From an optimization exercise on the open Yosys and OpenROAD flow, aimed at small area; shortcuts taken in it are not production practice.
At most, simulation tests tie the RTL to the original design; equivalence was not proved.
Only the layout flow was run in run 3; the RTL was not checked for function there.
Power figures rest on the tool's default switching activity, not on a simulated workload.

==> design/flow/design.v <==
module clock_divider (
    input  wire       clk,
    input  wire       rst,
    output wire       en_1hz,
    output wire       en_mux,
    output wire       en_debounce,
    output wire       en_capture,   
    output wire       en_after,     
    output wire [1:0] mux_sel
);
    localparam [6:0] C_PRE = 7'd78;
    localparam [6:0] C_S0  = 7'd28;
    localparam [6:0] C_S97 = 7'd99;
    localparam [6:0] C_S99 = 7'd14;    
    localparam [6:0] H_S0   = 7'd0;
    localparam [6:0] H_S124 = 7'd80;   
    reg [6:0] c;
    reg [2:0] lo;
    reg [6:0] hi;
    wire c_top  = (c == C_S99);
    wire lo_top = (lo == 3'd7);
    wire hi_top = (hi == H_S124);
    always @(posedge clk) begin
        if (rst) begin
            c  <= C_PRE;
            lo <= 3'd0;
            hi <= H_S0;
        end else begin
            c <= {c[5:0], ~(c[6] ^ c[5]) & ~c_top};
            if (c_top) begin
                lo <= lo + 3'd1;
                if (lo_top)
                    hi <= {hi[5], hi[4] & ~hi_top, hi[3:0], ~(hi[6] ^ hi[5])};
            end
        end
    end
    assign en_debounce = c_top;
    assign en_mux      = c_top & lo[0];
    assign en_1hz      = c_top & lo_top & hi_top;
    assign en_capture  = (c == C_S97);
    assign en_after    = (c == C_S0);
    assign mux_sel     = lo[2:1];
endmodule
module debouncer #(parameter LEVEL = 1) (
    input  wire clk,
    input  wire rst,          
    input  wire rst_level,    
    input  wire en_capture,
    input  wire en_sample,
    input  wire en_after,
    input  wire raw_in,
    output wire db_level,
    output wire db_pulse
);
    localparam [3:0] PEND = 4'd5;
    reg [3:0] count;
    reg       db_reg;
    wire pend  = (count == PEND);
    wire apply = pend & (LEVEL ? en_sample : en_after);
    always @(posedge clk) begin
        if (rst)
            count <= 4'd0;
        else if (en_capture)
            count <= (raw_in != db_reg) ? {count[2:0], ~(count[3] ^ count[2])} : 4'd0;
        else if (apply)
            count <= 4'd0;
    end
    always @(posedge clk) begin
        if (rst_level)
            db_reg <= 1'b0;
        else if (apply)
            db_reg <= ~db_reg;
    end
    assign db_level = db_reg;
    assign db_pulse = en_after & pend & ~db_reg;
endmodule
module fsm_controller (
    input  wire       clk,
    input  wire       rst,
    input  wire       en_1hz,
    input  wire       btn_confirm,
    input  wire       btn_nickel,
    input  wire       btn_dime,
    input  wire       btn_quarter,
    input  wire [1:0] sw_item,
    input  wire       sw_restock,
    output reg  [3:0] digit3,
    output reg  [3:0] digit2,
    output reg  [3:0] digit1,
    output reg  [3:0] digit0,
    output wire [3:0] item_leds
);
    localparam [3:0] S_IDLE = 4'b0010;
    localparam [3:0] S_SO1  = 4'b0001;
    localparam [3:0] S_SO0  = 4'b0000;
    localparam [3:0] S_SP1  = 4'b0101;
    localparam [3:0] S_SP0  = 4'b0100;
    localparam [3:0] S_INS  = 4'b0110;
    localparam [3:0] S_D2   = 4'b1010;
    localparam [3:0] S_D1   = 4'b1001;
    localparam [3:0] S_D0   = 4'b1000;
    localparam [3:0] S_C2   = 4'b1110;
    localparam [3:0] S_C1   = 4'b1101;
    localparam [3:0] S_C0   = 4'b1100;
    reg [3:0] state;
    reg       led_on;
    reg [1:0] sel_item;
    reg [4:0] val;
    reg [2:0] sold_0, sold_1, sold_2, sold_3;
    wire idle  = (state[3:2] == 2'b00) &  state[1];
    wire g_so  = (state[3:2] == 2'b00) & ~state[1];
    wire g_sp  = (state[3:2] == 2'b01) & ~state[1];
    wire g_ins = (state[3:2] == 2'b01) &  state[1];
    wire g_d   = (state[3:2] == 2'b10);
    wire g_c   = (state[3:2] == 2'b11);
    wire t0    = (state[1:0] == 2'b00);
    wire [1:0] idx = idle ? sw_item : sel_item;
    reg [2:0] cur_sold;
    always @(*) begin
        case (idx)
            2'd0: cur_sold = sold_0;
            2'd1: cur_sold = sold_1;
            2'd2: cur_sold = sold_2;
            default: cur_sold = sold_3;
        endcase
    end
    function [4:0] price5;
        input [1:0] item;
        case (item)
            2'd0: price5 = 5'd5;
            2'd1: price5 = 5'd10;
            2'd2: price5 = 5'd15;
            default: price5 = 5'd19;
        endcase
    endfunction
    wire [4:0] price = price5(sel_item);
    wire paid = (val >= price);
    wire restock_inc = idle && sw_restock && btn_confirm && (cur_sold != 3'b000);
    wire sale        = g_ins && paid;
    wire sold_we     = restock_inc | sale;
    wire [2:0] sold_new = sale ? {cur_sold[1:0], ~cur_sold[2]} : {~cur_sold[0], cur_sold[2:1]};
    always @(posedge clk) begin
        if (rst) begin
            sold_0 <= 3'b000;
            sold_1 <= 3'b000;
            sold_2 <= 3'b000;
            sold_3 <= 3'b000;
        end else if (sold_we) begin
            case (idx)
                2'd0: sold_0 <= sold_new;
                2'd1: sold_1 <= sold_new;
                2'd2: sold_2 <= sold_new;
                default: sold_3 <= sold_new;
            endcase
        end
    end
    always @(posedge clk) begin
        if (rst)
            led_on <= 1'b0;
        else
            led_on <= g_d;
    end
    always @(posedge clk) begin
        if (rst) begin
            state    <= S_IDLE;
            sel_item <= 2'd0;
            val      <= 5'd0;
        end else begin
            if (idle) begin
                val <= price5(sw_item);
                if (!sw_restock && btn_confirm) begin
                    sel_item <= sw_item;
                    state    <= (cur_sold == 3'b100) ? S_SO1 : S_SP1;
                end
            end else if (g_ins) begin
                if (paid) begin
                    state <= S_D2;
                    val   <= val - price;
                end else if (btn_nickel && val <= 5'd18)
                    val <= val + 5'd1;
                else if (btn_dime && val <= 5'd17)
                    val <= val + 5'd2;
                else if (btn_quarter && val <= 5'd14)
                    val <= val + 5'd5;
            end else if (t0) begin
                if (g_so)
                    state <= S_IDLE;
                else if (g_sp) begin
                    state <= S_INS;
                    val   <= 5'd0;
                end else if (g_d)
                    state <= (val != 5'd0) ? S_C2 : S_IDLE;
                else
                    state <= S_IDLE;
            end else if (en_1hz)
                state <= state - 4'd1;
        end
    end
    assign item_leds = led_on ? (4'b0001 << sel_item) : 4'b0000;
    reg [3:0] stock_digit;
    always @(*) begin
        case (cur_sold)
            3'b000: stock_digit = 4'd5;
            3'b001: stock_digit = 4'd4;
            3'b011: stock_digit = 4'd3;
            3'b111: stock_digit = 4'd2;
            3'b110: stock_digit = 4'd1;
            default: stock_digit = 4'd0;
        endcase
    end
    wire [3:0] val_tens  = val[4:1];
    wire [3:0] val_units = val[0] ? 4'd5 : 4'd0;
    always @(*) begin
        digit3 = 4'hF;
        digit2 = 4'hF;
        digit1 = val_tens;
        digit0 = val_units;
        if (idle) begin
            if (sw_restock) begin
                case (sw_item)
                    2'd0: digit3 = 4'hA;
                    2'd1: digit3 = 4'h8;
                    2'd2: digit3 = 4'hC;
                    default: digit3 = 4'hD;
                endcase
                digit2 = 4'hE;
                digit1 = 4'hF;
                digit0 = stock_digit;
            end else begin
                digit3 = 4'h0;
                digit2 = 4'h0;
                digit1 = 4'h0;
                digit0 = 4'h0;
            end
        end else if (g_so) begin
            digit3 = 4'hA;
            digit2 = 4'hB;
            digit1 = 4'hE;
            digit0 = 4'hE;
        end else if (g_d) begin
            digit3 = 4'hE;
            digit2 = 4'hE;
            digit1 = 4'hE;
            digit0 = 4'hE;
        end else if (g_c) begin
            digit3 = 4'hC;
            digit2 = 4'hD;
        end
    end
endmodule
module seg_display (
    input  wire [1:0] sel,
    input  wire [3:0] digit3,
    input  wire [3:0] digit2,
    input  wire [3:0] digit1,
    input  wire [3:0] digit0,
    output reg  [6:0] seg,
    output wire       dp,
    output reg  [3:0] an
);
    reg [3:0] cur_digit;
    always @(*) begin
        case (sel)
            2'd0: begin cur_digit = digit0; an = 4'b1110; end
            2'd1: begin cur_digit = digit1; an = 4'b1101; end
            2'd2: begin cur_digit = digit2; an = 4'b1011; end
            default: begin cur_digit = digit3; an = 4'b0111; end
        endcase
    end
    assign dp = 1'b1;
    always @(*) begin
        case (cur_digit)
            4'h0: seg = 7'b1000000;
            4'h1: seg = 7'b1111001;
            4'h2: seg = 7'b0100100;
            4'h3: seg = 7'b0110000;
            4'h4: seg = 7'b0011001;
            4'h5: seg = 7'b0010010;
            4'h6: seg = 7'b0000010;
            4'h7: seg = 7'b1111000;
            4'h8: seg = 7'b0000000;
            4'h9: seg = 7'b0010000;
            4'hA: seg = 7'b0010010;
            4'hB: seg = 7'b1000000;
            4'hC: seg = 7'b1000110;
            4'hD: seg = 7'b0001011;
            4'hE: seg = 7'b0111111;
            default: seg = 7'b1111111;
        endcase
    end
endmodule
module vending_top (
    input  wire       clk,
    input  wire       sys_rst,
    input  wire       btn_reset,
    input  wire       btn_confirm,
    input  wire       btn_nickel,
    input  wire       btn_dime,
    input  wire       btn_quarter,
    input  wire       sw_sel0,
    input  wire       sw_sel1,
    input  wire       sw_restock,
    output wire [6:0] seg,
    output wire       dp,
    output wire [3:0] an,
    output wire [3:0] led
);
    wire en_1hz, en_mux, en_debounce, en_capture, en_after;
    wire [1:0] mux_sel;
    wire rst, rst_pulse;
    wire db_sel0, db_sel1, db_restock;
    wire pulse_confirm, pulse_nickel, pulse_dime, pulse_quarter;
    wire [3:0] digit3, digit2, digit1, digit0;
    assign rst = rst_pulse | sys_rst;
    clock_divider u_clkdiv (
        .clk(clk), .rst(rst),
        .en_1hz(en_1hz), .en_mux(en_mux), .en_debounce(en_debounce),
        .en_capture(en_capture), .en_after(en_after), .mux_sel(mux_sel)
    );
    debouncer #(.LEVEL(0)) u_db_reset (
        .clk(clk), .rst(rst), .rst_level(sys_rst),
        .en_capture(en_capture), .en_sample(en_debounce), .en_after(en_after),
        .raw_in(btn_reset), .db_level(), .db_pulse(rst_pulse)
    );
    debouncer #(.LEVEL(0)) u_db_confirm (
        .clk(clk), .rst(rst), .rst_level(rst),
        .en_capture(en_capture), .en_sample(en_debounce), .en_after(en_after),
        .raw_in(btn_confirm), .db_level(), .db_pulse(pulse_confirm)
    );
    debouncer #(.LEVEL(0)) u_db_nickel (
        .clk(clk), .rst(rst), .rst_level(rst),
        .en_capture(en_capture), .en_sample(en_debounce), .en_after(en_after),
        .raw_in(btn_nickel), .db_level(), .db_pulse(pulse_nickel)
    );
    debouncer #(.LEVEL(0)) u_db_dime (
        .clk(clk), .rst(rst), .rst_level(rst),
        .en_capture(en_capture), .en_sample(en_debounce), .en_after(en_after),
        .raw_in(btn_dime), .db_level(), .db_pulse(pulse_dime)
    );
    debouncer #(.LEVEL(0)) u_db_quarter (
        .clk(clk), .rst(rst), .rst_level(rst),
        .en_capture(en_capture), .en_sample(en_debounce), .en_after(en_after),
        .raw_in(btn_quarter), .db_level(), .db_pulse(pulse_quarter)
    );
    debouncer #(.LEVEL(1)) u_db_sel0 (
        .clk(clk), .rst(rst), .rst_level(rst),
        .en_capture(en_capture), .en_sample(en_debounce), .en_after(en_after),
        .raw_in(sw_sel0), .db_level(db_sel0), .db_pulse()
    );
    debouncer #(.LEVEL(1)) u_db_sel1 (
        .clk(clk), .rst(rst), .rst_level(rst),
        .en_capture(en_capture), .en_sample(en_debounce), .en_after(en_after),
        .raw_in(sw_sel1), .db_level(db_sel1), .db_pulse()
    );
    debouncer #(.LEVEL(1)) u_db_restock (
        .clk(clk), .rst(rst), .rst_level(rst),
        .en_capture(en_capture), .en_sample(en_debounce), .en_after(en_after),
        .raw_in(sw_restock), .db_level(db_restock), .db_pulse()
    );
    fsm_controller u_fsm (
        .clk(clk), .rst(rst), .en_1hz(en_1hz),
        .btn_confirm(pulse_confirm), .btn_nickel(pulse_nickel),
        .btn_dime(pulse_dime), .btn_quarter(pulse_quarter),
        .sw_item({db_sel1, db_sel0}), .sw_restock(db_restock),
        .digit3(digit3), .digit2(digit2), .digit1(digit1), .digit0(digit0),
        .item_leds(led)
    );
    seg_display u_seg (
        .sel(mux_sel),
        .digit3(digit3), .digit2(digit2), .digit1(digit1), .digit0(digit0),
        .seg(seg), .dp(dp), .an(an)
    );
endmodule
==> design/flow/run.sh <==
#!/bin/bash
# synth_recipe.tcl (not shown) runs the flow's synth.tcl, then flattens the netlist and writes it again
# the make line also repeats each setting of config.mk as NAME=value (left out here)
make -C /OpenROAD-flow-scripts/flow DESIGN_CONFIG=/design/flow/config.mk WORK_HOME=/design/flow/orfs CLKGATE_MAP_FILE= SYNTH_SCRIPT=/design/flow/synth_recipe.tcl finish
==> design/flow/config.mk <==
export PLATFORM = sky130hd
export DESIGN_NAME = vending_top
export DESIGN_NICKNAME = vending_top
export VERILOG_FILES = /design/flow/design.v
export SDC_FILE = /design/flow/constraint.sdc
export NUM_CORES = 4
export LEC_CHECK = 0
export ABC_AREA = 1
export CAP_MARGIN = 20
export CORE_MARGIN = 2
export CORE_UTILIZATION = 40
export CTS_BUF_LIST = sky130_fd_sc_hd__clkbuf_2 sky130_fd_sc_hd__clkbuf_4 sky130_fd_sc_hd__clkbuf_8
export SLEW_MARGIN = 20
==> design/flow/constraint.sdc <==
create_clock -name core_clock -period 10.0 [get_ports {clk}]
set_input_delay 2.0000 -clock core_clock [delete_from_list [all_inputs] [get_ports {clk}]]
set_output_delay 2.0000 -clock core_clock [all_outputs]
set_load 0.01 [all_outputs]
==> results.txt, run 1 <==
- Mux contribution to synthesized area: 0
- Mean Syn Cell Area: 6.83 µm²
- Largest area contributor in the netlist: dfxtp_1
- DP Area: 5400 µm²
- Root Buffer: clkbuf_8
- RSZ-0062 raised after global routing: no
- Hold WC Path Type: reg2reg
- Initial Util: 0.414
- Maximum vdd drop: 0.0761 mV
- Die Ht: between 100 and 150 µm
- Clock Latency Late Sink: roughly 0.38 ns
- Setup crit start: u_fsm.state[2]
- Crit Path Class: reg2out
- Synthesized instance count: 736
- Sw Ratio: 0.240
- Pre-antenna DRT Iters: 4
- Asr flop ratio synth: 0
- Worst path most repeated cell: nand2_1
- Share of cells above drive strength 1: 0.0738
- CP max-delay cell: clkdlybuf4s50_1
- Chip width: ~120 µm
- F_max: 174 MHz
- 1st-iter DRT viols: ~220
- CP max FO: 12
- Synth area leaders: dfxtp_1, nand2_1, ha_1
- Clk slew on worst S/H paths: ~0.080 ns
- Cell Chain, Critical Path: nor2_4 > nand2_2 > nand2_1 > nand2_2 > nor2_4 > nand2_1 > nand3_1 > nand2_1 > nand2_1 > nand3_1 > nand2_1 > nand2_1 > nand2_1 > nand2_1 > nand2_1 > nand2_2 > inv_1 > ha_1 > or2_1 > o21ai_1 > nand2_1 > nand2_1 > clkdlybuf4s50_1
- Comb power frac: 0.042
- Netlist Area Pre-Place: between 5000 and 6000 µm²
- Max-cap viol count: 0
- Slew Limit Fails: 0
- Final Hold Viols: 0
- Total power: approximately 610 µW
- CP arrival: about 3.7 ns
- H-tree depth: 3
- Net count after synthesis: 784
- Synth Area in XOR/XNOR: 0.0348
- FILL cells: 1248
- WHS: approximately 0.46 ns
- Via density: approximately 5
- Fin util: 0.462
- Clock sink count: roughly 80
- # rows: 40
- Vias: between 4000 and 5000
- Run status: no timing/DRC/antenna violations
- Antenna Nets Post-Route: 0
- Post-synthesis adder-cell area fraction: 0.0960
- FF+latch count, synth: 81
- Core Region: about 12000 µm²
- Measured slew at the worst slew-check pin: approximately 0.72 ns
- Fin area: about 5600 µm²
- Synth top cells by count: nand2_1, inv_1, dfxtp_1
- Layout overhead on the synthesized area: 11.6%
- Crit path capture type: output port
- Internal Power: about 460 µW
- CTS Buffer Depth: 2
- Post-route DRC violation count: 0
- Post-CTS sizing: 0
- Cell variety after synth: 45
- Worst r2r path cells: 15
- Top Registers: u_clkdiv.c (7), u_clkdiv.hi (7), u_fsm.val (5)
- Max incr delay on CP: roughly 0.52 ns
- Hold Crit Depth: 2
- Compound-gate portion of the synthesized area: 0.155
- Ant. Diodes: 0
- Placer Congestion: between 0.9 and 1
- Clock power frac: 0.419
- Hold_buf cts: 0
- CTS tree: yes
- Final setup TNS: 0 ns
- Total setup violations reported at the end of the flow: 0
- Drt total wl: between 10000 and 15000 µm
- Startpoint class of the critical path: flip-flop
- Sequential Power Share: 0.539
- IO Count: 26
- Routed len/inst: around 12 µm
- DIE AREA: approximately 13000 µm²
- Total CTS buffers: 9
- Net switching power: between 100 and 150 µW
- Crit path time final: approximately 5.7 ns
- Synth Flop Type: dfxtp_1
- Worst endpoint required time: 8.00 ns
- Vias in the first global route: 4251
- Post-Synth Simple-Gate Area: 0.303
- Overflow after GRT: 0
- Total leakage power: ~2.4 nW
- Yosys Warn Count: 5
- Global router's overall resource usage: 0.181
- HPWL after detailed placement: ~8400 µm
- RR Startpoint: u_fsm.sel_item[1]
- Initial antenna violation count: 0
- Most common cell in the netlist: nand2_1
- Multi-input logic area: between 2000 and 3000 µm²
- Share of the synthesized area in the top cell type: 0.322
- Largest family of logic cells by synthesized area: simple AND/OR/NAND/NOR gates
- Fin Clk Skew: 0.00876 ns
- Post-CTS Setup Bufs: 0
- Largest net degree at the start of global routing: 57
- Seq. cell area: 1620 µm²
- Hold_sp: u_db_sel0.count[3]
- NumNets Final: 802
- Post-synthesis sequential area ratio: 0.322
- Crit share post-route: 0.574
- Slew headroom: 0.516
- First-pass GRT wire length: between 15000 and 20000 µm
- Number of synthesized flops with an enable pin: 0
- Pwr dens: about 110 nW/µm²
- Port bufs: 24
==> cells in the final DEF (no fill, tap or decap), drive strengths merged, types with 2 or more instances in the layout <==
cell and n:
xor2 16, nor2 67, a21oi 78, nand3 31
nand3b 4, o22ai 2, nand4 11, inv 95
xnor2 4, a31oi 5, nand2 208, o21ai 45
clkdlybuf4s50 24, or2 7, clkinv 5, o211ai 7
ha 37, clkbuf 11, o31ai 2, dfxtp 81
nor4 3, nor3 5, a211oi 2
==> cells by family after synthesis <==
family	after synthesis
AOI/OAI and AO/OA	145
and+or+nand+nor	337
buffers and inverters	114
other	1
xor gates and xnor gates	20
DFF	81
adders and majority gates	38
==> per-stage QoR <==
| stage | setup WS, ns | std cells |
|---|---|---|
| finish | 4.26 | 927 |
| global route | 3.86 | 927 |
| CTS | 4.25 | 927 |
| detailed placement | 4.67 | 911 |
| global placement | 4.78 | 911 |
| floorplan | 5.63 | 736 |
==> power groups by stage <==
stage          combinational [mW]  clock (mW)  sequential (mW)
3_5_place_dp               0.0256           0            0.335
4_1_cts                    0.0257       0.264            0.327
6_report                   0.0254       0.255            0.327
3_3_place_gp               0.0251           0            0.335
2_1_floorplan              0.0180           0            0.334
5_1_grt                    0.0293       0.276            0.328
==> path summary, 6_finish.rpt <==
kind | endpoint | slack (ns)
worst max register to register | u_fsm.sold_3[2] | 6.71
worst max-delay path | seg[6] | 4.26
worst min register to register | u_db_sel0.count[3] | 0.46
worst min-delay path | u_db_sel0.count[3] | 0.46
==> cell type report <==
cell class | count | share of cell area
Sequential cell | 81 | 0.289
Tap cell | 168 | 0.0374
Timing Repair Buffer | 25 | 0.0441
Inverter | 96 | 0.0642
Multi-Input combinational cell | 541 | 0.528
Clock buffer | 11 | 0.0259
Clock inverter | 5 | 0.0116
==> layer usage <==
metal	up-vias	wire, µm	part of all wire	GRT usage
met5	-	0	0	0
met4	0	199	0.017	0.0683
met3	15	462	0.040	0.0405
met2	82	5450	0.48	0.303
met1	2095	5330	0.47	0.229
li1	2420	-	-	-
==> worst max-delay path: cells and delay by family, from the launching register on <==
| family | cells | cell delay (ns) |
|---|---|---|
| fa+ha+maj | 1 | 0.22 |
| compound gates | 1 | 0.08 |
| simple gates | 19 | 2.00 |
| buf+inv | 2 | 0.61 |
| flops | 1 | 0.44 |
==> run 2: changes to the inputs <==
==> design/flow/flow/run.sh (new file) <==
#!/bin/bash
# Own layout flow: ORFS's standard flow (standard.sh) with three changes:
#  - synthesis maps logic with an area-oriented ABC script (flow/abc_area.script,
#    used through a copy of ORFS's scripts folder) and without extracting
#    half/full adder cells; registers are mapped as in the standard synthesis;
#  - input/output port buffers are the smallest buffer (buf_1);
#  - clock tree synthesis uses small clock buffers and no dummy loads.
# Each make run's full output goes to a log file in this folder.
set -euo pipefail
W=$(pwd)
rm -rf "$W/scripts_mod"
cp -r "$FLOW_HOME/scripts" "$W/scripts_mod"
cp "$W/flow/abc_area.script" "$W/scripts_mod/abc_area.script"

bash standard.sh SCRIPTS_DIR="$W/scripts_mod" ADDER_MAP_FILE= synth > "$W/synth.log" 2>&1

bash standard.sh \
  BUFFER_PORTS_ARGS="-buffer_cell sky130_fd_sc_hd__buf_1" \
  CTS_ARGS="-sink_clustering_enable -repair_clock_nets -dont_use_dummy_load -buf_list {sky130_fd_sc_hd__clkbuf_4 sky130_fd_sc_hd__clkbuf_8} -root_buf sky130_fd_sc_hd__clkbuf_8 -sink_clustering_size 30 -sink_clustering_max_diameter 150" \
  finish > "$W/pnr.log" 2>&1
==> design/flow/flow/abc_area.script (new file) <==
strash
&get -n
&st
&dch
&nf -R 1000
&st
&dch
&nf -R 1000
&put
==> design/flow/standard.sh (new file) <==
#!/bin/bash
# synth_recipe.tcl (not shown) runs the flow's synth.tcl, then flattens the netlist and writes it again
# the make line also repeats each setting of config.mk as NAME=value (left out here)
make -C /OpenROAD-flow-scripts/flow DESIGN_CONFIG=/design/flow/config.mk WORK_HOME=/design/flow/orfs CLKGATE_MAP_FILE= SYNTH_SCRIPT=/design/flow/synth_recipe.tcl "${@:-finish}"
--- a/design/flow/config.mk
+++ b/design/flow/config.mk
@@ -9,5 +9,4 @@
 export CAP_MARGIN = 20
 export CORE_MARGIN = 2
 export CORE_UTILIZATION = 40
-export CTS_BUF_LIST = sky130_fd_sc_hd__clkbuf_2 sky130_fd_sc_hd__clkbuf_4 sky130_fd_sc_hd__clkbuf_8
 export SLEW_MARGIN = 20
removed: design/flow/run.sh
==> results.txt, run 2 <==
- Pwr dens: 213 nW/µm² (+96%)
- Hold_sp: u_clkdiv.lo[0]
- Total leakage power: 1.48 nW (-37%)
- Global router's overall resource usage: 0.186 (+0.00462)
- Share of cells above drive strength 1: 0.0219 (-0.0519)
- Mean Syn Cell Area: 7.77 µm² (+14%)
- Synthesized instance count: 514 (-30%)
- Die Ht: 104 µm (-11%)
- Run status: no timing/DRC/antenna violations
- Vias: 3691 (-20%)
- DIE AREA: 10800 µm² (-20%)
- Synth top cells by count: nor2_1, dfxtp_1, nand2_1
- DP Area: 4260 µm² (-21%)
- Post-CTS Setup Bufs: 0 (unchanged)
- CP max FO: 8 (-4)
- Port bufs: 24 (unchanged)
- Fin Clk Skew: 0.0167 ns (+0.00799 ns)
- Cell Chain, Critical Path: nor2b_1 > nand2b_1 > nor2_1 > nor2_1 > nor2_1 > a22oi_1 > a21oi_1 > clkinv_1 > nand3b_1 > a221oi_1 > a311oi_1 > nand2b_1 > a21o_1 > o21ai_0 > buf_1
- Post-CTS sizing: 0 (unchanged)
- Root Buffer: clkbuf_8
- Netlist Area Pre-Place: 3990 µm² (-21%)
- RR Startpoint: u_fsm.sel_item[0]
- Worst path most repeated cell: nor2_1
- Chip width: 104 µm (-11%)
- Worst endpoint required time: 8.00 ns (about the same)
- WHS: 0.476 ns (+0.0129 ns)
- FF+latch count, synth: 81 (unchanged)
- Core Region: 9730 µm² (-20%)
- Routed len/inst: 14.0 µm (+13%)
- M3 GR Usage: 0.0370 (-0.00351)
- Total CTS buffers: 9 (unchanged)
- CP max-delay cell: a311oi_1
- Asr flop ratio synth: 0 (unchanged)
- Vias in the first global route: 3555 (-16%)
- Clock Latency Late Sink: 0.36 ns (-0.02 ns)
- Post-route DRC violation count: 0 (unchanged)
- Setup crit start: u_fsm.state[1]
- 1st-iter DRT viols: 227 (+3.7%)
- Via density: 5.42 (+8.9%)
- Maximum vdd drop: 0.0729 mV (-4.2%)
- Crit share post-route: 0.627 (+0.0524)
- Startpoint class of the critical path: flip-flop
- CP arrival: 4.27 ns (+0.53 ns)
- NumNets Final: 560 (-30%)
- Clock sink count: 81 (unchanged)
- M1 GR Usage: 0.247 (+0.0182)
- Share of the synthesized area in the top cell type: 0.406 (+0.0836)
- Max incr delay on CP: 0.71 ns (+0.19 ns)
- FILL cells: 1024 (-18%)
- Ant. Diodes: 0 (unchanged)
- Initial Util: 0.410 (-0.00309)
- Drt total wl: 9510 µm (-17%)
- Slew Limit Fails: 0 (unchanged)
- Number of synthesized flops with an enable pin: 0 (unchanged)
- RSZ-0062 raised after global routing: no
- Fin util: 0.450 (-0.0113)
- Hold WC Path Type: reg2reg
- Largest area contributor in the netlist: dfxtp_1
- Most common cell in the netlist: nor2_1
- Antenna Nets Post-Route: 0 (unchanged)
- Met2 Use GR: 0.297 (-0.00507)
- Final Hold Viols: 0 (unchanged)
- Total power: 932 µW (+53%)
- Max-cap viol count: 0 (unchanged)
- Yosys Warn Count: 5 (unchanged)
- Most frequent cells in the layout: nor2_1, dfxtp_1, nand2_1
- Placer Congestion: 0.948 (+3.8%)
- Synth area leaders: dfxtp_1, nor2_1, a22oi_1
- H-tree depth: 3 (unchanged)
- GR peak layer: met2
- # rows: 36 (-10%)
- Post-synthesis sequential area ratio: 0.406 (+0.0836)
- Cell variety after synth: 42 (-6.7%)
- First-pass GRT wire length: 16700 µm (-14%)
- Synth Flop Type: dfxtp_1
- Top Registers: u_clkdiv.c (7), u_clkdiv.hi (7), u_fsm.val (5)
- Overflow after GRT: 0 (unchanged)
- Crit path capture type: output port
- Crit path time final: 6.27 ns (+0.524 ns)
- CTS Buffer Depth: 2 (unchanged)
- CTS tree: yes
- Net count after synthesis: 524 (-33%)
- Final setup TNS: 0 ns (unchanged)
- Hold_buf cts: 0 (unchanged)
- Clk slew on worst S/H paths: 0.08 ns (about the same)
- Buf/Inv on CP: 2 (unchanged)
- Initial antenna violation count: 0 (unchanged)
- F_max: 160 MHz (-8.4%)
- Largest net degree at the start of global routing: 67 (+18%)
- IO Count: 26 (unchanged)
- Worst path top cell family by delay: compound AO/OA/AOI/OAI gates
- Layout overhead on the synthesized area: 9.71%
- Fin area: 4380 µm² (-22%)
- Most common cell after layout, fill and taps aside: nor2_1
- Slew headroom: 0.440 (-0.0762)
- Measured slew at the worst slew-check pin: 0.840 ns (+0.115 ns)
- Crit Path Class: reg2out
- HPWL after detailed placement: 6810 µm (-19%)
- Total setup violations reported at the end of the flow: 0 (unchanged)
- Pre-antenna DRT Iters: 5 (+1)
## run 2: final timing paths
path,endpoint,slack [ns],cells after the start
min,u_clkdiv.lo[0],0.48,1
max,seg[0],3.73,15
max reg2reg,u_fsm.sold_1[1],6.18,13
min reg2reg,u_clkdiv.lo[0],0.48,1
## run 2: layer usage
metal | share of wire | vias up
met3 | 0.041 | 14
met5 | 0 | -
li1 | - | 1906
met2 | 0.45 | 65
met1 | 0.49 | 1706
met4 | 0.018 | 0
## run 2: through the flow
stage	instances	setup slack, ns
finish	681	3.73
detailed placement	672	4.17
global placement	672	4.39
floorplan	514	4.81
global route	681	3.16
CTS	681	3.76
## run 2: kinds of logic (layout without fill, tap and decap cells)
kind of cell,Yosys count,after routing,share of synthesized area
simple gates,252,252,0.284
compound gates,136,136,0.221
flops,81,81,0.406
xor+xnor,34,34,0.0746
buf+inv,8,42,0.00846
fa+ha+maj,1,1,0.00251
other cells,1,1,0.000939
mux,1,1,0.00251
## run 2: layout make-up
cell class	instances	area, µm²	area share
multi-input cells	425	2340	0.534
repair buffers	26	105	0.0240
inverters	7	26.3	0.00600
clock buffers	9	124	0.0283
flip-flops and latches	81	1620	0.370
well taps	133	166	0.0380
## run 2: power by group
part           leakage (nW)  switching (mW)  total, mW  internal, mW
registers             0.656          0.0299      0.370         0.340
clock network        0.0647           0.107      0.188        0.0805
logic                 0.762           0.246      0.374         0.128
total                  1.48           0.383      0.932         0.548
==> run 3: changes to the inputs <==
--- a/design/flow/design.v
+++ b/design/flow/design.v
@@ -84,10 +84,8 @@
     input  wire       btn_quarter,
     input  wire [1:0] sw_item,
     input  wire       sw_restock,
-    output reg  [3:0] digit3,
-    output reg  [3:0] digit2,
-    output reg  [3:0] digit1,
-    output reg  [3:0] digit0,
+    input  wire [1:0] sel,
+    output reg  [3:0] digit,
     output wire [3:0] item_leds
 );
     localparam [3:0] S_IDLE = 4'b0010;
@@ -175,10 +173,10 @@
             end else if (g_ins) begin
                 if (paid) begin
                     state <= S_D2;
-                    val   <= val - price;
-                end else if (btn_nickel && val <= 5'd18)
+                    val   <= {2'b00, val[2:0] - price[2:0]};
+                end else if (btn_nickel)
                     val <= val + 5'd1;
-                else if (btn_dime && val <= 5'd17)
+                else if (btn_dime && val != 5'd18)
                     val <= val + 5'd2;
                 else if (btn_quarter && val <= 5'd14)
                     val <= val + 5'd5;
@@ -189,7 +187,7 @@
                     state <= S_INS;
                     val   <= 5'd0;
                 end else if (g_d)
-                    state <= (val != 5'd0) ? S_C2 : S_IDLE;
+                    state <= (val[2:0] != 3'd0) ? S_C2 : S_IDLE;
                 else
                     state <= S_IDLE;
             end else if (en_1hz)
@@ -210,61 +208,56 @@
     end
     wire [3:0] val_tens  = val[4:1];
     wire [3:0] val_units = val[0] ? 4'd5 : 4'd0;
+    reg [3:0] letter;
+    always @(*) begin
+        case (sw_item)
+            2'd0: letter = 4'hA;
+            2'd1: letter = 4'h8;
+            2'd2: letter = 4'hC;
+            default: letter = 4'hD;
+        endcase
+    end
     always @(*) begin
-        digit3 = 4'hF;
-        digit2 = 4'hF;
-        digit1 = val_tens;
-        digit0 = val_units;
         if (idle) begin
-            if (sw_restock) begin
-                case (sw_item)
-                    2'd0: digit3 = 4'hA;
-                    2'd1: digit3 = 4'h8;
-                    2'd2: digit3 = 4'hC;
-                    default: digit3 = 4'hD;
-                endcase
-                digit2 = 4'hE;
-                digit1 = 4'hF;
-                digit0 = stock_digit;
-            end else begin
-                digit3 = 4'h0;
-                digit2 = 4'h0;
-                digit1 = 4'h0;
-                digit0 = 4'h0;
-            end
-        end else if (g_so) begin
-            digit3 = 4'hA;
-            digit2 = 4'hB;
-            digit1 = 4'hE;
-            digit0 = 4'hE;
-        end else if (g_d) begin
-            digit3 = 4'hE;
-            digit2 = 4'hE;
-            digit1 = 4'hE;
-            digit0 = 4'hE;
-        end else if (g_c) begin
-            digit3 = 4'hC;
-            digit2 = 4'hD;
+            if (!sw_restock)
+                digit = 4'h0;
+            else case (sel)
+                2'd0: digit = stock_digit;
+                2'd1: digit = 4'hF;
+                2'd2: digit = 4'hE;
+                default: digit = letter;
+            endcase
+        end else if (g_d)
+            digit = 4'hE;
+        else if (g_so) begin
+            case (sel)
+                2'd0, 2'd1: digit = 4'hE;
+                2'd2: digit = 4'hB;
+                default: digit = 4'hA;
+            endcase
+        end else begin
+            case (sel)
+                2'd0: digit = val_units;
+                2'd1: digit = val_tens;
+                2'd2: digit = g_c ? 4'hD : 4'hF;
+                default: digit = g_c ? 4'hC : 4'hF;
+            endcase
         end
     end
 endmodule
 module seg_display (
     input  wire [1:0] sel,
-    input  wire [3:0] digit3,
-    input  wire [3:0] digit2,
-    input  wire [3:0] digit1,
-    input  wire [3:0] digit0,
+    input  wire [3:0] cur_digit,    
     output reg  [6:0] seg,
     output wire       dp,
     output reg  [3:0] an
 );
-    reg [3:0] cur_digit;
     always @(*) begin
         case (sel)
-            2'd0: begin cur_digit = digit0; an = 4'b1110; end
-            2'd1: begin cur_digit = digit1; an = 4'b1101; end
-            2'd2: begin cur_digit = digit2; an = 4'b1011; end
-            default: begin cur_digit = digit3; an = 4'b0111; end
+            2'd0: an = 4'b1110;
+            2'd1: an = 4'b1101;
+            2'd2: an = 4'b1011;
+            default: an = 4'b0111;
         endcase
     end
     assign dp = 1'b1;
@@ -310,7 +303,7 @@
     wire rst, rst_pulse;
     wire db_sel0, db_sel1, db_restock;
     wire pulse_confirm, pulse_nickel, pulse_dime, pulse_quarter;
-    wire [3:0] digit3, digit2, digit1, digit0;
+    wire [3:0] digit;
     assign rst = rst_pulse | sys_rst;
     clock_divider u_clkdiv (
         .clk(clk), .rst(rst),
@@ -362,12 +355,12 @@
         .btn_confirm(pulse_confirm), .btn_nickel(pulse_nickel),
         .btn_dime(pulse_dime), .btn_quarter(pulse_quarter),
         .sw_item({db_sel1, db_sel0}), .sw_restock(db_restock),
-        .digit3(digit3), .digit2(digit2), .digit1(digit1), .digit0(digit0),
+        .sel(mux_sel), .digit(digit),
         .item_leds(led)
     );
     seg_display u_seg (
         .sel(mux_sel),
-        .digit3(digit3), .digit2(digit2), .digit1(digit1), .digit0(digit0),
+        .cur_digit(digit),
         .seg(seg), .dp(dp), .an(an)
     );
 endmodule
==> results.txt, run 3 <==
- RSZ-0062 raised after global routing: no
- Max-cap viol count: 0 (unchanged)
- Post-CTS sizing: 0 (unchanged)
- Buf/Inv on CP: 1 (-1)
- Core Region: 9680 µm² (-0.46%)
- Run status: no timing/DRC/antenna violations
- Yosys Warn Count: 5 (unchanged)
- Slew headroom: 0.452 (+0.0115)
- # rows: 36 (unchanged)
- Port bufs: 24 (unchanged)
- Multi-input logic area: 2310 µm² (-1.3%)
- Largest area contributor in the netlist: dfxtp_1
- Most frequent cells in the layout: nor2_1, dfxtp_1, nand2_1
- Worst path most repeated cell: nor2_1
- Top Registers: u_clkdiv.c (7), u_clkdiv.hi (7), u_fsm.val (5)
- Setup crit start: u_fsm.state[1]
- Most common cell in the netlist: nor2_1
- FILL cells: 988 (-3.5%)
- CP max-delay cell: nor2b_1
- Post-synthesis adder-cell area fraction: 0 (-0.00251)
- Synth top cells by count: nor2_1, dfxtp_1, nand2_1
- HPWL after detailed placement: 6280 µm (-7.7%)
- Global router's overall resource usage: 0.173 (-0.0131)
- Most common cell after layout, fill and taps aside: nor2_1
- Post-Synth Simple-Gate Area: 0.295 (+0.0102)
- Hold WC Path Type: reg2reg
- Placer Congestion: 0.901 (-5.0%)
- CTS tree: yes
- Measured slew at the worst slew-check pin: 0.815 ns (-0.0247 ns)
- Vias: 3605 (-2.3%)
- Worst R2R End: u_fsm.sold_1[2]
- IO Count: 26 (unchanged)
- Total CTS buffers: 9 (unchanged)
- First-pass GRT wire length: 15300 µm (-8.2%)
- Crit Path Class: reg2out
- # placed instances: 655 (-2.5%)
- CP arrival: 4.42 ns (+0.15 ns)
- H-tree depth: 3 (unchanged)
- NumNets Final: 543 (-3.0%)
- Worst path top cell family by delay: simple AND/OR/NAND/NOR gates
- Synthesized instance count: 497 (-3.3%)
- Routed len/inst: 13.3 µm (-4.7%)
- Ant. Diodes: 0 (unchanged)
- Worst r2r path cells: 11 (-2)
- FF+latch count, synth: 81 (unchanged)
- CP max FO: 10 (+2)
- Initial antenna violation count: 0 (unchanged)
- Total setup violations reported at the end of the flow: 0 (unchanged)
- Pwr dens: 196 nW/µm² (-8.0%)
- Drt total wl: 8840 µm (-7.1%)
- Hold_buf cts: 0 (unchanged)
- Synth area leaders: dfxtp_1, nor2_1, a22oi_1
- Cell Chain, Critical Path: nor2b_1 > nor2b_1 > nor2_1 > nor2_1 > o21ai_0 > a31oi_1 > nor2_1 > nor2_1 > a221oi_1 > o211ai_1 > o221ai_1 > nor2_1 > nor2_1 > xnor2_1 > buf_1
- Slew Limit Fails: 0 (unchanged)
- 1st-iter DRT viols: 234 (+3.1%)
- Largest family of logic cells by synthesized area: simple AND/OR/NAND/NOR gates
- Mean Syn Cell Area: 7.98 µm² (+2.7%)
- CTS Buffer Depth: 2 (unchanged)
- Post-CTS Setup Bufs: 0 (unchanged)
- Die Ht: 104 µm (-0.33%)
- Compound-gate portion of the synthesized area: 0.219 (-0.00131)
- Number of synthesized flops with an enable pin: 0 (unchanged)
- Net count after synthesis: 507 (-3.2%)
- Layout overhead on the synthesized area: 9.81% (about the same)
- Startpoint class of the critical path: flip-flop
- R2R setup slack: 6.00 ns (-0.18 ns)
- Clock sink count: 81 (unchanged)
- Final setup TNS: 0 ns (unchanged)
- Seq. cell area: 1620 µm² (unchanged)
- Mux contribution to synthesized area: 0.00505 (+0.00254)
- Worst endpoint required time: 8.00 ns (about the same)
- F_max: 156 MHz (-2.4%)
- Worst setup path endpoint: seg[4]
- Fin Clk Skew: 0.0162 ns (-0.000536 ns)
- Synth Area in XOR/XNOR: 0.0618 (-0.0127)
- Synth Flop Type: dfxtp_1
- Final Hold Viols: 0 (unchanged)
- DIE AREA: 10700 µm² (-0.66%)
- Antenna Nets Post-Route: 0 (unchanged)
- Largest net degree at the start of global routing: 40 (-40%)
- Post-route DRC violation count: 0 (unchanged)
- Chip width: 104 µm (-0.33%)
- Initial Util: 0.410 (-0.000933)
- Share of cells above drive strength 1: 0.0245 (+0.00258)
- Total leakage power: 1.42 nW (-3.9%)
- Clock Latency Late Sink: 0.35 ns (about the same)
- RR Startpoint: u_fsm.state[1]
- Crit path capture type: output port
- Asr flop ratio synth: 0 (unchanged)
- Clk slew on worst S/H paths: 0.08 ns (about the same)
- Vias in the first global route: 3258 (-8.4%)
- Share of the synthesized area in the top cell type: 0.409 (+0.00282)
- Levels on crit path: 15 (unchanged)
- Post-synthesis sequential area ratio: 0.409 (+0.00282)
- Max incr delay on CP: 0.60 ns (-0.11 ns)
- Maximum vdd drop: 0.105 mV (+44%)
- Pre-antenna DRT Iters: 4 (-1)
- Root Buffer: clkbuf_8
- Cell variety after synth: 42 (unchanged)
- Overflow after GRT: 0 (unchanged)
- Crit path time final: 6.42 ns (+0.157 ns)
- Final Non-Filler Cells: 664 (-2.5%)
- Via density: 5.43 (+0.17%)
- Netlist Area Pre-Place: 3970 µm² (-0.69%)
- Crit share post-route: 0.642 (+0.0157)
run 3: changes by cell type in the layout (fill, tap and decap cells not counted), sizes merged, moves of 4 or more:
cell	previous run	this run
a32oi	0	6
or4b	0	6
nand2	50	38
a22oi	35	31
nor3	17	13
and2	5	15
nor2	127	121
xor2	12	8
o221ai	0	5
nand2b	11	17
a21oi	30	20
run 3: cell type report:
| cell class | instances | area share |
|---|---|---|
| clock buffer | 9 | 0.0284 |
| timing repair buffer | 26 | 0.0241 |
| tap | 133 | 0.0382 |
| inverter | 8 | 0.00689 |
| sequential | 81 | 0.372 |
| multi-input combinational | 407 | 0.530 |
run 3: layer usage:
metal	wire length, µm	track usage	vias to the layer above
met5	0	0	-
met4	210	0.0656	0
met3	395	0.0434	18
met2	3840	0.263	77
met1	4390	0.235	1640
li1	-	-	1870
run 3: worst min path at each step:
stage,start,to,slack (ns),depth (start not counted)
3_5_place_dp,u_clkdiv.c[2],u_clkdiv.c[3],0.47,1
2_1_floorplan,u_clkdiv.c[1],u_clkdiv.c[2],0.43,1
5_1_grt,u_clkdiv.c[3],u_clkdiv.c[4],0.51,1
4_1_cts,u_clkdiv.c[4],u_clkdiv.c[5],0.49,1
3_3_place_gp,u_clkdiv.c[2],u_clkdiv.c[3],0.46,1
6_report,u_clkdiv.c[2],u_clkdiv.c[3],0.48,1
run 3: kinds of logic after synthesis:
family / after synthesis
multiplexers: 2
AND/OR/NAND/NOR: 248
flip-flops: 81
buffers and inverters: 9
AO/OA/AOI/OAI: 128
XOR/XNOR: 28
other: 1
run 3: per-stage QoR:
stage	power, mW	cell area [µm²]	hold slack, ns	setup slack (ns)	util
final	0.852	4360	0.482	3.58	0.450
after global routing	0.914	4360	0.512	3.05	0.450
after CTS	0.860	4350	0.490	3.62	0.450
after detailed placement	0.674	4230	0.467	4.03	0.437
after global placement	0.670	4230	0.460	4.24	0.437
after floorplan	0.594	3970	0.434	4.72	-
run 3: report_power, final:
part / leakage, nW / internal, mW / switching, mW
logic: 0.704 / 0.110 / 0.186
clock network: 0.0647 / 0.0805 / 0.101
registers: 0.656 / 0.341 / 0.0334
total: 1.42 / 0.532 / 0.320
run 3: worst register-to-register path, delay by kind of cell, from the launching register on:
family,cells,cell delay (ns)
flops,1,0.46
simple gates,7,2.38
compound gates,4,1.08
==> run 4: changes to the inputs <==
--- a/design/flow/design.v
+++ b/design/flow/design.v
@@ -6,7 +6,7 @@
     output wire       en_debounce,
     output wire       en_capture,   
     output wire       en_after,     
-    output wire [1:0] mux_sel
+    output wire [1:0] mux_sel       
 );
     localparam [6:0] C_PRE = 7'd78;
     localparam [6:0] C_S0  = 7'd28;
@@ -15,31 +15,35 @@
     localparam [6:0] H_S0   = 7'd0;
     localparam [6:0] H_S124 = 7'd80;   
     reg [6:0] c;
-    reg [2:0] lo;
+    reg       p;
+    reg [1:0] sj;
     reg [6:0] hi;
     wire c_top  = (c == C_S99);
-    wire lo_top = (lo == 3'd7);
+    wire lo_top = p & (sj == 2'b10);
     wire hi_top = (hi == H_S124);
     always @(posedge clk) begin
         if (rst) begin
             c  <= C_PRE;
-            lo <= 3'd0;
+            p  <= 1'b0;
+            sj <= 2'b00;
             hi <= H_S0;
         end else begin
             c <= {c[5:0], ~(c[6] ^ c[5]) & ~c_top};
             if (c_top) begin
-                lo <= lo + 3'd1;
+                p <= ~p;
+                if (p)
+                    sj <= {sj[0], ~sj[1]};
                 if (lo_top)
                     hi <= {hi[5], hi[4] & ~hi_top, hi[3:0], ~(hi[6] ^ hi[5])};
             end
         end
     end
     assign en_debounce = c_top;
-    assign en_mux      = c_top & lo[0];
+    assign en_mux      = c_top & p;
     assign en_1hz      = c_top & lo_top & hi_top;
     assign en_capture  = (c == C_S97);
     assign en_after    = (c == C_S0);
-    assign mux_sel     = lo[2:1];
+    assign mux_sel     = sj;
 endmodule
 module debouncer #(parameter LEVEL = 1) (
     input  wire clk,
@@ -52,18 +56,23 @@
     output wire db_level,
     output wire db_pulse
 );
-    localparam [3:0] PEND = 4'd5;
+    localparam [3:0] PEND = 4'd8;
     reg [3:0] count;
     reg       db_reg;
+    reg g;
+    always @(*) begin
+        case (count)
+            4'd0, 4'd1, 4'd2, 4'd3, 4'd8, 4'd12: g = 1'b1;
+            default: g = 1'b0;
+        endcase
+    end
     wire pend  = (count == PEND);
     wire apply = pend & (LEVEL ? en_sample : en_after);
     always @(posedge clk) begin
         if (rst)
             count <= 4'd0;
         else if (en_capture)
-            count <= (raw_in != db_reg) ? {count[2:0], ~(count[3] ^ count[2])} : 4'd0;
-        else if (apply)
-            count <= 4'd0;
+            count <= (raw_in != db_reg) ? {count[2:0], g} : 4'd0;
     end
     always @(posedge clk) begin
         if (rst_level)
@@ -159,41 +168,39 @@
             led_on <= g_d;
     end
     always @(posedge clk) begin
-        if (rst) begin
-            state    <= S_IDLE;
-            sel_item <= 2'd0;
+        if (idle) begin
+            sel_item <= sw_item;
             val      <= 5'd0;
-        end else begin
-            if (idle) begin
-                val <= price5(sw_item);
-                if (!sw_restock && btn_confirm) begin
-                    sel_item <= sw_item;
-                    state    <= (cur_sold == 3'b100) ? S_SO1 : S_SP1;
-                end
-            end else if (g_ins) begin
-                if (paid) begin
-                    state <= S_D2;
-                    val   <= {2'b00, val[2:0] - price[2:0]};
-                end else if (btn_nickel)
-                    val <= val + 5'd1;
-                else if (btn_dime && val != 5'd18)
-                    val <= val + 5'd2;
-                else if (btn_quarter && val <= 5'd14)
-                    val <= val + 5'd5;
-            end else if (t0) begin
-                if (g_so)
-                    state <= S_IDLE;
-                else if (g_sp) begin
-                    state <= S_INS;
-                    val   <= 5'd0;
-                end else if (g_d)
-                    state <= (val[2:0] != 3'd0) ? S_C2 : S_IDLE;
-                else
-                    state <= S_IDLE;
-            end else if (en_1hz)
-                state <= state - 4'd1;
+        end else if (g_ins) begin
+            if (paid)
+                val <= {2'b00, val[2:0] - price[2:0]};
+            else if (btn_nickel)
+                val <= val + 5'd1;
+            else if (btn_dime && val != 5'd18)
+                val <= val + 5'd2;
+            else if (btn_quarter && val <= 5'd14)
+                val <= val + 5'd5;
         end
     end
+    always @(posedge clk) begin
+        if (rst)
+            state <= S_IDLE;
+        else if (idle) begin
+            if (!sw_restock && btn_confirm)
+                state <= (cur_sold == 3'b100) ? S_SO1 : S_SP1;
+        end else if (g_ins) begin
+            if (paid)
+                state <= S_D2;
+        end else if (t0) begin
+            if (g_sp)
+                state <= S_INS;
+            else if (g_d && val[2:0] != 3'd0)
+                state <= S_C2;
+            else
+                state <= S_IDLE;
+        end else if (en_1hz)
+            state <= state - 4'd1;
+    end
     assign item_leds = led_on ? (4'b0001 << sel_item) : 4'b0000;
     reg [3:0] stock_digit;
     always @(*) begin
@@ -222,24 +229,24 @@
             if (!sw_restock)
                 digit = 4'h0;
             else case (sel)
-                2'd0: digit = stock_digit;
-                2'd1: digit = 4'hF;
-                2'd2: digit = 4'hE;
+                2'b00: digit = stock_digit;
+                2'b01: digit = 4'hF;
+                2'b11: digit = 4'hE;
                 default: digit = letter;
             endcase
         end else if (g_d)
             digit = 4'hE;
         else if (g_so) begin
             case (sel)
-                2'd0, 2'd1: digit = 4'hE;
-                2'd2: digit = 4'hB;
+                2'b00, 2'b01: digit = 4'hE;
+                2'b11: digit = 4'hB;
                 default: digit = 4'hA;
             endcase
         end else begin
             case (sel)
-                2'd0: digit = val_units;
-                2'd1: digit = val_tens;
-                2'd2: digit = g_c ? 4'hD : 4'hF;
+                2'b00: digit = g_sp ? ((sel_item == 2'd1) ? 4'd0 : 4'd5) : val_units;
+                2'b01: digit = g_sp ? ((sel_item == 2'd0) ? 4'd2 : (sel_item == 2'd1) ? 4'd5 : (sel_item == 2'd2) ? 4'd7 : 4'd9) : val_tens;
+                2'b11: digit = g_c ? 4'hD : 4'hF;
                 default: digit = g_c ? 4'hC : 4'hF;
             endcase
         end
@@ -254,9 +261,9 @@
 );
     always @(*) begin
         case (sel)
-            2'd0: an = 4'b1110;
-            2'd1: an = 4'b1101;
-            2'd2: an = 4'b1011;
+            2'b00: an = 4'b1110;
+            2'b01: an = 4'b1101;
+            2'b11: an = 4'b1011;
             default: an = 4'b0111;
         endcase
     end
==> design/flow/flow/abc_area.script (replaced) <==
strash
&get -n
&st
&deepsyn -T 60
&dch
&nf -R 1000
&st
&dch
&nf -R 1000
&put
==> results.txt, run 4 <==
- Run status: no timing/DRC/antenna violations
- HPWL after detailed placement: 5690 µm (-9.4%)
- Final Hold Viols: 0 (unchanged)
- NumNets Final: 462 (-15%)
- Placer Congestion: 0.876 (-2.7%)
- Synth Area in XOR/XNOR: 0.0510 (-0.0108)
- Root Buffer: clkbuf_8
- Most frequent cells in the layout: dfxtp_1, nor2_1, nand2_1
- Final setup TNS: 0 ns (unchanged)
- Cell variety after synth: 45 (+7.1%)
- DP Worst Slack: 3.28 ns (-0.746 ns)
- Crit path time final: 7.09 ns (+0.663 ns)
- Share of the synthesized area in the top cell type: 0.450 (+0.0409)
- Worst endpoint required time: 8.00 ns (about the same)
- Post-CTS Setup Bufs: 0 (unchanged)
- Post-synthesis adder-cell area fraction: 0 (unchanged)
- Mean Syn Cell Area: 8.67 µm² (+8.6%)
- Mux contribution to synthesized area: 0.0271 (+0.0220)
- Layout overhead on the synthesized area: 9.96%
- H-tree depth: 3 (unchanged)
- Hold WC Path Type: reg2reg
- # rows: 34 (-5.6%)
- Total leakage power: 1.36 nW (-4.4%)
- Fin Clk Skew: 0.0267 ns (+0.0105 ns)
- Clock sink count: 81 (unchanged)
- Measured slew at the worst slew-check pin: 0.840 ns (+0.0252 ns)
- Clock Latency Late Sink: 0.35 ns (about the same)
- Maximum vdd drop: 0.0657 mV (-37%)
- Synth area leaders: dfxtp_1, a22o_1, nor2_1
- Crit path capture type: output port
- Post-route DRC violation count: 0 (unchanged)
- Crit share post-route: 0.709 (+0.0663)
- Share of cells above drive strength 1: 0.0333 (+0.00885)
- Netlist Area Pre-Place: 3610 µm² (-9.1%)
- Most common cell in the netlist: dfxtp_1
- Sw Ratio: 0.213 (-0.163)
- Total setup violations reported at the end of the flow: 0 (unchanged)
- Post-CTS sizing: 0 (unchanged)
- Antenna Nets Post-Route: 0 (unchanged)
- Largest area contributor in the netlist: dfxtp_1
- CTS tree: yes
- Fin util: 0.455 (+0.00492)
- Slew Limit Fails: 0 (unchanged)
- Startpoint class of the critical path: flip-flop
- Net switching power: 111 µW (-65%)
- Cell Chain, Critical Path: nor2b_1 > nand2_1 > mux2i_1 > clkinv_1 > mux4_2 > nand2_1 > o21ai_0 > or3_1 > a41oi_1 > a21oi_1 > a31oi_1 > o21ai_0 > o31ai_1 > o21ai_0 > o2bb2ai_1 > nor2_1 > nand2_1 > a21boi_0 > buf_1
- Initial Util: 0.413 (+0.00393)
- Total power: 521 µW (-39%)
- Internal Power: 410 µW (-23%)
- Most common cell after layout, fill and taps aside: dfxtp_1
- Post-Synth Simple-Gate Area: 0.231 (-0.0635)
- DIE AREA: 9790 µm² (-8.7%)
- Initial antenna violation count: 0 (unchanged)
- Comb power frac: 0.027 (-0.321)
- Die Ht: 98.9 µm (-4.5%)
- Vias in the first global route: 2929 (-10%)
- Overflow after GRT: 0 (unchanged)
- CP max FO: 9 (-1)
- F_max: 141 MHz (-9.4%)
- Synth Flop Type: dfxtp_1
- Final WS setup: 2.91 ns (-0.663 ns)
- Max-cap viol count: 0 (unchanged)
- Net count after synthesis: 426 (-16%)
- Drt total wl: 7860 µm (-11%)
- Sequential Power Share: 0.626 (+0.186)
- CP arrival: 5.09 ns (+0.67 ns)
- Max incr delay on CP: 0.57 ns (-0.03 ns)
- CP max-delay cell: mux4_2
- Global router's overall resource usage: 0.171 (-0.00177)
- Top Registers: u_clkdiv.c (7), u_clkdiv.hi (7), u_fsm.val (5)
- Port bufs: 24 (unchanged)
- FF+latch count, synth: 81 (unchanged)
- Number of synthesized flops with an enable pin: 0 (unchanged)
- Pwr dens: 131 nW/µm² (-33%)
- Pre-antenna DRT Iters: 4 (unchanged)
- Chip width: 98.9 µm (-4.5%)
- RSZ-0062 raised after global routing: no
- Via density: 5.42 (-0.21%)
- Hold_buf cts: 0 (unchanged)
- Ant. Diodes: 0 (unchanged)
- 1st-iter DRT viols: 128 (-45%)
- WHS: 0.459 ns (-0.0226 ns)
- Asr flop ratio synth: 0 (unchanged)
- Synthesized instance count: 416 (-16%)
- Post-synthesis sequential area ratio: 0.450 (+0.0409)
- CTS Buffer Depth: 2 (unchanged)
- First-pass GRT wire length: 13700 µm (-11%)
- Largest family of logic cells by synthesized area: simple AND/OR/NAND/NOR gates
- Largest net degree at the start of global routing: 33 (-18%)
- Clock power frac: 0.346 (+0.133)
- Core Region: 8720 µm² (-9.9%)
- Vias: 3023 (-16%)
- Clk slew on worst S/H paths: 0.06 ns (-0.02 ns)
- IO Count: 26 (unchanged)
- Slew headroom: 0.435 (-0.0166)
- Synth top cells by count: dfxtp_1, nor2_1, nand2_1
- Compound-gate portion of the synthesized area: 0.228 (+0.00838)
- Routed len/inst: 14.1 µm (+5.9%)
- Crit Path Class: reg2out
- Yosys Warn Count: 5 (unchanged)
- Total CTS buffers: 9 (unchanged)
-- run 4: path summary, 6_finish.rpt --
path / to / startpoint / slack [ns] / cells after the start
worst max-delay path: seg[1] / u_fsm.state[1] / 2.91 / 19
worst max register to register: u_fsm.sold_0[1] / u_fsm.state[1] / 6.11 / 10
worst min register to register: u_fsm.sold_2[0] / u_fsm.sold_2[0] / 0.46 / 2
worst min-delay path: u_fsm.sold_2[0] / u_fsm.sold_2[0] / 0.46 / 2
-- run 4: per-stage QoR --
step,instances,cell area [µm²]
after floorplan,416,3610
after global placement,549,3840
after detailed placement,549,3840
after CTS,558,3970
after global routing,558,3970
final,558,3970
-- run 4: cells by family after synthesis --
family	Yosys count
other	1
AOI/OAI and AO/OA	118
muxes	6
buffers and inverters	11
DFF	81
xor gates and xnor gates	21
and+or+nand+nor	178
-- run 4: critical path, delay by kind of cell (launching register included) --
kind | cells | cell delay [ns]
compound gates | 9 | 1.51
buf+inv | 2 | 0.47
flops | 1 | 0.45
mux | 2 | 0.97
simple gates | 6 | 1.35
-- run 4: layout make-up --
cell class	instances	area, µm²
Fill cell	857	4760
Multi-Input combinational cell	324	1940
Sequential cell	81	1620
Tap cell	108	135
Clock buffer	9	124
Timing Repair Buffer	26	105
Inverter	10	37.5
-- run 4: power groups by stage --
stage	clock network [mW]	registers, mW	logic, mW
after floorplan	0	0.333	0.00936
after global placement	0	0.334	0.0142
after detailed placement	0	0.334	0.0144
after CTS	0.189	0.326	0.0145
after global routing	0.201	0.327	0.0160
final	0.181	0.326	0.0143
-- run 4: per-layer routing --
layer / track usage / vias to the layer above / part of all wire
met5: 0 / - / 0
met4: 0.0495 / 0 / 0.0067
met3: 0.0411 / 4 / 0.032
met2: 0.282 / 48 / 0.47
met1: 0.222 / 1396 / 0.50
li1: - / 1575 / -
==> run 5: changes to the inputs <==
--- a/design/flow/flow/run.sh
+++ b/design/flow/flow/run.sh
@@ -1,8 +1,9 @@
 #!/bin/bash
 # Own layout flow: ORFS's standard flow (standard.sh) with three changes:
-#  - synthesis maps logic with an area-oriented ABC script (flow/abc_area.script,
-#    used through a copy of ORFS's scripts folder) and without extracting
-#    half/full adder cells; registers are mapped as in the standard synthesis;
+#  - synthesis maps logic with an area-oriented ABC script (flow/abc_area.script:
+#    AIG resynthesis with &deepsyn, then area mapping with &nf), used through a
+#    copy of ORFS's scripts folder, and without extracting half/full adder
+#    cells; registers are mapped as in the standard synthesis;
 #  - input/output port buffers are the smallest buffer (buf_1);
 #  - clock tree synthesis uses small clock buffers and no dummy loads.
 # Each make run's full output goes to a log file in this folder.
@@ -13,6 +14,7 @@
 cp "$W/flow/abc_area.script" "$W/scripts_mod/abc_area.script"
 
 bash standard.sh SCRIPTS_DIR="$W/scripts_mod" ADDER_MAP_FILE= synth > "$W/synth.log" 2>&1
+rm -rf "$W/scripts_mod"
 
 bash standard.sh \
   BUFFER_PORTS_ARGS="-buffer_cell sky130_fd_sc_hd__buf_1" \
==> design/flow/flow/abc_area.script (replaced) <==
strash
&get -n
&st
&deepsyn -T 60
&nf -R 1000
&put
==> results.txt, run 5 <==
- Post-CTS Setup Bufs: 0 (unchanged)
- Pwr dens: 133 nW/µm² (+1.4%)
- Global router's overall resource usage: 0.169 (-0.00154)
- FF+latch count, synth: 81 (unchanged)
- Net count after synthesis: 412 (-3.3%)
- NumNets Final: 448 (-3.0%)
- Total power: 522 µW (+0.20%)
- Core Region: 8680 µm² (-0.49%)
- WHS: 0.459 ns (-0.000230 ns)
- Overflow after GRT: 0 (unchanged)
- Most common cell after layout, fill and taps aside: dfxtp_1
- Chip width: 98.4 µm (-0.60%)
- 1st-iter DRT viols: 143 (+12%)
- Via density: 5.70 (+5.3%)
- Post-synthesis sequential area ratio: 0.455 (+0.00569)
- Slew headroom: 0.401 (-0.0341)
- Max incr delay on CP: 0.63 ns (+0.06 ns)
- CP max-delay cell: mux4_2
- IO Count: 26 (unchanged)
- Clk slew on worst S/H paths: 0.07 ns (about the same)
- Placer Congestion: 0.938 (+7.1%)
- Crit Path Class: reg2out
- Setup crit start: u_fsm.state[1]
- Antenna Nets Post-Route: 0 (unchanged)
- Netlist Area Pre-Place: 3560 µm² (-1.2%)
- Hold_buf cts: 0 (unchanged)
- CTS tree: yes
- H-tree depth: 3 (unchanged)
- Pre-antenna DRT Iters: 5 (+1)
- RR Startpoint: u_fsm.state[1]
- Max-cap viol count: 0 (unchanged)
- Crit path time final: 7.10 ns (+0.0164 ns)
- DIE AREA: 9670 µm² (-1.2%)
- Cell Chain, Critical Path: nor2b_1 > nand2_1 > mux2i_1 > mux4_2 > clkinv_1 > nor3_1 > o41ai_1 > o211ai_1 > nor2_1 > o21ai_0 > and2_0 > nor3_1 > o22ai_1 > o2bb2ai_1 > nor2_1 > a21oi_1 > a21oi_1 > buf_1
- Vias in the first global route: 2847 (-2.8%)
- F_max: 141 MHz (-0.23%)
- Largest area contributor in the netlist: dfxtp_1
- Die Ht: 98.4 µm (-0.60%)
- Synthesized instance count: 402 (-3.4%)
- Post-route DRC violation count: 0 (unchanged)
- Synth top cells by count: dfxtp_1, nor2_1, a22o_1
- Ant. Diodes: 0 (unchanged)
- Share of the synthesized area in the top cell type: 0.455 (+0.00569)
- Vias: 3102 (+2.6%)
- Port bufs: 24 (unchanged)
- Number of synthesized flops with an enable pin: 0 (unchanged)
- Fin area: 3920 µm² (-1.1%)
- Hold WC Path Type: reg2reg
- Final setup TNS: 0 ns (unchanged)
- Post-CTS sizing: 0 (unchanged)
- Most common cell in the netlist: dfxtp_1
- CTS Buffer Depth: 2 (unchanged)
- Synth Flop Type: dfxtp_1
- Total setup violations reported at the end of the flow: 0 (unchanged)
- Startpoint class of the critical path: flip-flop
- Largest net degree at the start of global routing: 33 (unchanged)
- HPWL after detailed placement: 5560 µm (-2.2%)
- Clock sink count: 81 (unchanged)
- Final Hold Viols: 0 (unchanged)
- Synth area leaders: dfxtp_1, a22o_1, nor2_1
- Slew Limit Fails: 0 (unchanged)
- Crit path capture type: output port
- Measured slew at the worst slew-check pin: 0.899 ns (+0.0584 ns)
- Total CTS buffers: 9 (unchanged)
- Top Registers: u_clkdiv.c (7), u_clkdiv.hi (7), u_fsm.val (5)
- Initial Util: 0.410 (-0.00316)
- DP Area: 3800 µm² (-1.2%)
- Worst endpoint required time: 8.00 ns (about the same)
- Most frequent cells in the layout: dfxtp_1, nor2_1, a22o_1
- Initial antenna violation count: 0 (unchanged)
- Fin Clk Skew: 0.0229 ns (-0.00385 ns)
- CP arrival: 5.10 ns (about the same)
- CP max FO: 7 (-2)
- Total leakage power: 1.33 nW (-2.6%)
- Cell variety after synth: 41 (-8.9%)
- Routed len/inst: 14.3 µm (+1.3%)
- RSZ-0062 raised after global routing: no
- Crit share post-route: 0.710 (+0.00164)
- Maximum vdd drop: 0.0605 mV (-7.9%)
- Drt total wl: 7760 µm (-1.3%)
- Share of cells above drive strength 1: 0.0344 (+0.00107)
- Hold_sp: u_clkdiv.c[0]
- Yosys Warn Count: 5 (unchanged)
- First-pass GRT wire length: 13400 µm (-1.8%)
- Clock Latency Late Sink: 0.34 ns (about the same)
- Mean Syn Cell Area: 8.86 µm² (+2.2%)
- Run status: no timing/DRC/antenna violations
- Layout overhead on the synthesized area: 10.1%
- Asr flop ratio synth: 0 (unchanged)
- Root Buffer: clkbuf_8
- # rows: 34 (unchanged)
-- run 5: cell families after synthesis --
family | synth area share
XOR/XNOR | 0.0492
AND/OR/NAND/NOR | 0.224
buffers and inverters | 0.0148
other | 0.00105
multiplexers | 0.0246
flip-flops | 0.455
AO/OA/AOI/OAI | 0.231
-- run 5: area by class of cell --
class                   count  area (µm²)
well taps                 108         135
flip-flops and latches     81        1620
multi-input cells         308        1890
fillers                   879        4760
inverters                  12        45.0
repair buffers             26         105
clock buffers               9         124
-- run 5: path summary, 6_finish.rpt --
path                          end  slack [ns]  cells past startpoint
hold reg to reg     u_clkdiv.c[1]        0.46                      1
setup / recovery           seg[1]        2.90                     18
hold / removal      u_clkdiv.c[1]        0.46                      1
setup reg to reg  u_fsm.sold_1[1]        6.56                      9
-- run 5: metrics by stage --
stage | setup WS, ns | util | cells
final | 2.90 | 0.452 | 544
after global routing | 2.26 | 0.452 | 544
after CTS | 2.92 | 0.452 | 544
after detailed placement | 3.32 | 0.437 | 535
after global placement | 3.59 | 0.437 | 535
after floorplan | 3.81 | - | 402
-- run 5: worst max-delay path: cells and delay by family, from the launching register on --
family,cells,cell delay [ns]
compound gates,7,1.28
flops,1,0.41
simple gates,7,1.60
buf+inv,2,0.28
mux,2,1.18
-- run 5: where the power goes --
part,internal [mW],switching (mW)
clock,0.0806,0.101
combinational,0.00533,0.00961
sequential,0.325,0.00167
-- run 5: layer usage --
| metal | up-vias | GRT usage | wire length [µm] |
|---|---|---|---|
| li1 | 1551 | - | - |
| met1 | 1444 | 0.234 | 3840 |
| met2 | 92 | 0.255 | 3340 |
| met3 | 15 | 0.0322 | 439 |
| met4 | 0 | 0.0790 | 142 |
| met5 | - | 0 | 0 |

[what the ideal ports hide]
No port has a modelled driver above. Below, the same layouts with a new extraction and two added sets of constraints. Step 1 (the two cells are an assumption about what drives the block):
set clk [get_ports {clk}]
set_driving_cell -lib_cell sky130_fd_sc_hd__clkbuf_16 $clk
set_driving_cell -lib_cell sky130_fd_sc_hd__buf_2 [delete_from_list [all_inputs] $clk]
Step 2 moves the port delays by t, midway between the first and last clock arrival at a register: inputs arrive t later, outputs are due t later. That takes back most of the time a late clock gives input paths. Three values: ideal ports, drivers, drivers and shift; two values: the first two.
run	t, ns	setup slack, ns	slew at the worst register clock pin (ns)	worst data-port slew with drivers (ns)	pins driven straight from the clock port
run 1	0.405	4.258 / 4.223 / 4.629	0.09 / 0.09	0.03	1
run 2	0.386	3.735 / 3.702 / 4.088	0.08 / 0.08	0.03	1
run 3	0.367	3.578 / 3.549 / 3.917	0.08 / 0.08	0.03	1
run 4	0.364	2.915 / 2.884 / 3.248	0.09 / 0.09	0.03	1
run 5	0.362	2.898 / 2.868 / 3.231	0.09 / 0.09	0.03	1
After both steps every run listed still meets setup and hold.
